This design comes from an exercise in tuning for small area, a short achievable clock period and few clock cycles on the open sky130 flow, not from production work.
Only simulation tests tie the RTL to the original design; equivalence was not proved.
Power is estimated from default activity; no workload was simulated.

==> flow/design.v <==
module alu(
    input  [15:0] a,
    input  [15:0] b,            
    input         op_arith,     
    input         op_sub,       
    input         op_and,
    input         op_or,        
    input         op_xor,
    input         op_not,
    input         op_shl,
    input         op_shr,
    output [15:0] result,
    output        zero,
    output        negative,
    output        carry,
    output        overflow
);
wire [15:0] p = a ^ b;
wire [15:0] g = a & b;
wire [15:0] G0 = {g[15:1], g[0] | (p[0] & op_sub)};
wire [15:0] P0 = {p[15:1], 1'b0};
wire [15:0] G1, P1, G2, P2, G3, P3, G4;
genvar i;
generate
    for (i = 0; i < 16; i = i + 1) begin : pfx
        if (i == 1) begin : s1c
            assign G1[i] = g[1] | (p[1] & g[0]) | (p[1] & p[0] & op_sub);
            assign P1[i] = 1'b0;
        end else if (i >= 2) begin : s1
            assign G1[i] = G0[i] | (P0[i] & G0[i-1]);
            assign P1[i] = P0[i] & P0[i-1];
        end else begin : n1
            assign G1[i] = G0[i];
            assign P1[i] = P0[i];
        end
        if (i >= 2) begin : s2
            assign G2[i] = G1[i] | (P1[i] & G1[i-2]);
            assign P2[i] = P1[i] & P1[i-2];
        end else begin : n2
            assign G2[i] = G1[i];
            assign P2[i] = P1[i];
        end
        if (i >= 4) begin : s3
            assign G3[i] = G2[i] | (P2[i] & G2[i-4]);
            assign P3[i] = P2[i] & P2[i-4];
        end else begin : n3
            assign G3[i] = G2[i];
            assign P3[i] = P2[i];
        end
        if (i >= 8) begin : s4
            assign G4[i] = G3[i] | (P3[i] & G3[i-8]);
        end else begin : n4
            assign G4[i] = G3[i];
        end
    end
endgenerate
wire [16:0] c   = {G4, op_sub};
wire [15:0] sum = p ^ c[15:0];
wire [15:0] r_logic = ({16{op_and}} & g)              |
                      ({16{op_or}}  & (a | b))        |
                      ({16{op_xor}} & p)              |
                      ({16{op_not}} & ~a)             |
                      ({16{op_shl}} & {a[14:0], 1'b0}) |
                      ({16{op_shr}} & {1'b0, a[15:1]});
assign result = ({16{op_arith}} & sum) | r_logic;
wire [15:0] cz      = {a[14:0] | b[14:0], op_sub};
wire        z_arith = ~|(p ^ cz);
wire        z_a_lo  = ~|a[14:1];
assign zero = (op_arith & z_arith)                      |
              (op_and   & ~|g)                          |
              (op_or    & z_a_lo & ~a[0] & ~a[15] & ~|b) |
              (op_xor   & ~|p)                          |
              (op_not   & (&a))                         |
              (op_shl   & z_a_lo & ~a[0])               |
              (op_shr   & z_a_lo & ~a[15]);
assign negative = result[15];
assign carry    = (op_arith & c[16]) | (op_shl & a[15]) | (op_shr & a[0]);
assign overflow = op_arith & (a[15] == b[15]) & (sum[15] != a[15]);
endmodule
module register_file(
    input          clk,
    input          rst,
    input          wr_en,
    input  [2:0]   rd_addr,      
    input  [15:0]  rd_data,
    output [111:0] regs,         
    output [7:1]   valid         
);
reg [15:0] r [1:7];
reg [7:1]  valid_r;
genvar k;
generate
    for (k = 1; k <= 7; k = k + 1) begin : g_reg
        always @(posedge clk or posedge rst)
            if (rst)
                valid_r[k] <= 1'b0;
            else if (wr_en && rd_addr == k)
                valid_r[k] <= 1'b1;
        always @(posedge clk)
            if (wr_en && rd_addr == k)
                r[k] <= rd_data;
        assign regs[16*k-1 -: 16] = r[k];
    end
endgenerate
assign valid = valid_r;
endmodule
module solix16_cpu(
    input         clk,           
    input         rst,           
    output [11:0] imem_addr,     
    input  [15:0] imem_data,     
    output [11:0] dmem_addr,     
    output [15:0] dmem_wdata,    
    output        dmem_we,       
    input  [15:0] dmem_rdata,    
    output        halted         
);
localparam OP_MOV = 4'b1000;
localparam OP_JMP = 4'b1001;
localparam OP_JZ  = 4'b1010;
localparam OP_JNZ = 4'b1011;
localparam OP_LD  = 4'b1100;
localparam OP_ST  = 4'b1101;
localparam OP_HLT = 4'b1111;
reg  [15:0] pc;              
reg  [3:0]  flags;           
reg         halt_r;
reg  [15:0] ex_a, ex_b;      
reg         ex_arith, ex_sub, ex_and, ex_or, ex_xor, ex_not, ex_shl, ex_shr, ex_ld;
reg         ex_wr;           
reg  [2:0]  ex_rd;
reg         ex_flagwr;       
reg         ex_st;
wire [15:0] alu_result;
wire        alu_zero, alu_negative, alu_carry, alu_overflow;
alu u_alu (
    .a        (ex_a),
    .b        (ex_b),
    .op_arith (ex_arith),
    .op_sub   (ex_sub),
    .op_and   (ex_and),
    .op_or    (ex_or),
    .op_xor   (ex_xor),
    .op_not   (ex_not),
    .op_shl   (ex_shl),
    .op_shr   (ex_shr),
    .result   (alu_result),
    .zero     (alu_zero),
    .negative (alu_negative),
    .carry    (alu_carry),
    .overflow (alu_overflow)
);
wire [15:0] ex_result = ex_ld ? dmem_rdata : alu_result;
wire [3:0]  flags_new = {alu_overflow, alu_carry, alu_negative, alu_zero};
wire [111:0] regs;
wire [7:1]   valid;
register_file u_regs (
    .clk     (clk),
    .rst     (rst),
    .wr_en   (ex_wr),
    .rd_addr (ex_rd),
    .rd_data (ex_result),
    .regs    (regs),
    .valid   (valid)
);
wire        z_now = ex_flagwr ? alu_zero : flags[0];
always @(posedge clk or posedge rst)
    if (rst)
        flags <= 4'b0;
    else if (ex_flagwr)
        flags <= flags_new;
assign dmem_addr  = ex_a[11:0];
assign dmem_wdata = ex_b;
assign dmem_we    = ex_st;
assign halted     = halt_r;
wire [15:0] instr  = imem_data;
wire [3:0]  opcode = instr[15:12];
wire [3:0]  rd     = instr[11:8];
wire [3:0]  rs     = instr[7:4];
wire [3:0]  rt     = instr[3:0];
wire [7:0]  imm8   = instr[7:0];
wire [11:0] target = instr[11:0];
wire is_alu = (opcode[3] == 1'b0);
wire is_sub = (opcode == 4'b0001);
wire is_mov = (opcode == OP_MOV);
wire is_ld  = (opcode == OP_LD);
wire is_st  = (opcode == OP_ST);
wire is_jmp = (opcode == OP_JMP);
wire is_jz  = (opcode == OP_JZ);
wire is_jnz = (opcode == OP_JNZ);
wire is_hlt = (opcode == OP_HLT);
wire stop = halt_r | is_hlt;
function [15:0] read_reg;
    input [3:0]   addr;
    input [111:0] regs_v;
    input [7:1]   valid_v;
    input [15:0]  pc_v;
    input [3:0]   flags_v;
    input         ex_wr_v;
    input [2:0]   ex_rd_v;
    input         ex_flagwr_v;
    reg   [15:0]  v;
    integer       k;
    begin
        v = 16'h0000;
        for (k = 1; k <= 7; k = k + 1)
            v = v | ({16{valid_v[k] && addr == k}} & regs_v[16*k-1 -: 16]);
        v = v | ({16{addr == 4'd8}} & 16'h0FFF)
              | ({16{addr == 4'd9}} & pc_v)
              | ({16{addr == 4'd10 && !ex_flagwr_v}} & {12'h000, flags_v});
        read_reg = v;
    end
endfunction
wire [15:0] rs_reg = read_reg(rs, regs, valid, pc, flags, ex_wr, ex_rd, ex_flagwr);
wire [15:0] rt_reg = read_reg(rt, regs, valid, pc, flags, ex_wr, ex_rd, ex_flagwr);
wire rs_fwd  = ex_wr && rs == {1'b0, ex_rd};
wire rt_fwd  = ex_wr && rt == {1'b0, ex_rd};
wire rs_fwdf = ex_flagwr && rs == 4'd10;
wire rt_fwdf = ex_flagwr && rt == 4'd10;
wire [15:0] rs_val = rs_fwd ? ex_result : rs_fwdf ? {12'h000, flags_new} : rs_reg;
wire [15:0] rt_val = rt_fwd ? ex_result : rt_fwdf ? {12'h000, flags_new} : rt_reg;
wire [15:0] pc_inc = pc + 16'd1;
wire [15:0] pc_z1 = (is_jmp | is_jz)  ? {4'h0, target} : pc_inc;
wire [15:0] pc_z0 = (is_jmp | is_jnz) ? {4'h0, target} : pc_inc;
always @(posedge clk or posedge rst)
    if (rst) begin
        pc     <= 16'h0000;
        halt_r <= 1'b0;
    end else begin
        pc     <= z_now ? pc_z1 : pc_z0;
        if (stop)
            halt_r <= 1'b1;
    end
always @(posedge clk or posedge rst)
    if (rst) begin
        ex_wr     <= 1'b0;
        ex_flagwr <= 1'b0;
        ex_st     <= 1'b0;
    end else begin
        ex_wr     <= ~stop & (is_alu | is_mov | is_ld) & (rd[3] == 1'b0) & (rd[2:0] != 3'd0);
        ex_flagwr <= ~stop & is_alu;
        ex_st     <= ~stop & is_st;
    end
always @(posedge clk) begin
    ex_rd    <= rd[2:0];
    ex_a     <= is_mov ? 16'h0000 : rs_val;
    ex_b     <= is_mov ? {8'h00, imm8} : is_sub ? ~rt_val : rt_val;
    ex_arith <= is_alu & (opcode[2:1] == 2'b00);
    ex_sub   <= is_sub;
    ex_and   <= is_alu & (opcode[2:0] == 3'b010);
    ex_or    <= (is_alu & (opcode[2:0] == 3'b011)) | is_mov;
    ex_xor   <= is_alu & (opcode[2:0] == 3'b100);
    ex_not   <= is_alu & (opcode[2:0] == 3'b101);
    ex_shl   <= is_alu & (opcode[2:0] == 3'b110);
    ex_shr   <= is_alu & (opcode[2:0] == 3'b111);
    ex_ld    <= is_ld;
end
assign imem_addr = pc[11:0];
endmodule
Settings: LEC_CHECK=0, CAP_MARGIN=20, CORE_MARGIN=2, CORE_UTILIZATION=40, SETUP_SLACK_MARGIN=2.55, SLEW_MARGIN=20; clock period 5.3 ns.
standard.sh (not shown) runs the stock make flow with config.mk's settings and CLKGATE_MAP_FILE= SYNTH_SCRIPT=/design/flow/synth_recipe.tcl, a recipe that flattens the netlist after the stock synthesis.
==> flow/flow/run.sh <==
#!/bin/bash
# Layout flow: the standard ORFS flow (standard.sh, synthesis unchanged),
# with two changes to the layout steps:
#  - the ports are buffered with sky130_fd_sc_hd__buf_1 (still one buffer on
#    every input and output port) instead of the default delay-buffer cell;
#  - timing repair may resize a cell to any equivalent cell, not only to one
#    of the same footprint.
# The full output of the flow goes to flow_make.log in this folder; ORFS
# keeps each step's own log under orfs/logs/.
set -euo pipefail
export BUFFER_PORTS_ARGS="-buffer_cell sky130_fd_sc_hd__buf_1"
bash standard.sh MATCH_CELL_FOOTPRINT=0 finish > flow_make.log 2>&1
Testbench counts at the start, summed over its fixed seeds: cycles 136,711.
Rerun with:
--- a/flow/design.v
+++ b/flow/design.v
@@ -23,10 +23,7 @@
 genvar i;
 generate
     for (i = 0; i < 16; i = i + 1) begin : pfx
-        if (i == 1) begin : s1c
-            assign G1[i] = g[1] | (p[1] & g[0]) | (p[1] & p[0] & op_sub);
-            assign P1[i] = 1'b0;
-        end else if (i >= 2) begin : s1
+        if (i >= 1) begin : s1
             assign G1[i] = G0[i] | (P0[i] & G0[i-1]);
             assign P1[i] = P0[i] & P0[i-1];
         end else begin : n1
@@ -63,16 +60,9 @@
                       ({16{op_shl}} & {a[14:0], 1'b0}) |
                       ({16{op_shr}} & {1'b0, a[15:1]});
 assign result = ({16{op_arith}} & sum) | r_logic;
-wire [15:0] cz      = {a[14:0] | b[14:0], op_sub};
-wire        z_arith = ~|(p ^ cz);
-wire        z_a_lo  = ~|a[14:1];
-assign zero = (op_arith & z_arith)                      |
-              (op_and   & ~|g)                          |
-              (op_or    & z_a_lo & ~a[0] & ~a[15] & ~|b) |
-              (op_xor   & ~|p)                          |
-              (op_not   & (&a))                         |
-              (op_shl   & z_a_lo & ~a[0])               |
-              (op_shr   & z_a_lo & ~a[15]);
+wire [15:0] cz  = {a[14:0] | b[14:0], op_sub};
+wire [15:0] ez  = op_arith ? (p ^ cz) : r_logic;
+assign zero     = ~|ez;
 assign negative = result[15];
 assign carry    = (op_arith & c[16]) | (op_shl & a[15]) | (op_shr & a[0]);
 assign overflow = op_arith & (a[15] == b[15]) & (sum[15] != a[15]);
Outcome:
- The changed run finished clean
- wire length falls by 7.5%
- cell count went down by 4.1%
- via count drops by 3.3%
- hold slack gets better by 0.0089 ns
- setup slack loses 0.10 ns
- die area drops by 2.5%
- core utilization climbs by 0.17 points
- sequential power is about the same
- clock skew came out lower by 0.014 ns
- non-clock buffer count is lower by 8
Testbench counts after the change, summed over its fixed seeds: cycles 136,711.

## afterwards: timing with drivers on the ports
The results above use ideal ports. As a check the final layouts listed here were re-extracted and re-timed, cells and wires unchanged.
Step 1 assumes that a clkbuf_16 drives the clock port and a buf_2 every other input.
Step 2 moves the port delays by t, midway between the first and last clock arrival at a register: inputs arrive t later, outputs are due t later. That takes back most of the time a late clock gives input paths.
a / b / c = ideal ports / drivers / drivers and shift; a / b = the first two.
run	t, ns	setup WS [ns]	pins driven straight from the clock port
the first run	0.488	2.511 / 2.527 / 2.055	1
the second run	0.488	2.406 / 2.406 / 2.078	1
After both steps setup and hold are still met in every run listed. The setup slack of the first run, which loses most, moves by +0.016 ns with the drivers and by -0.456 ns with both steps.
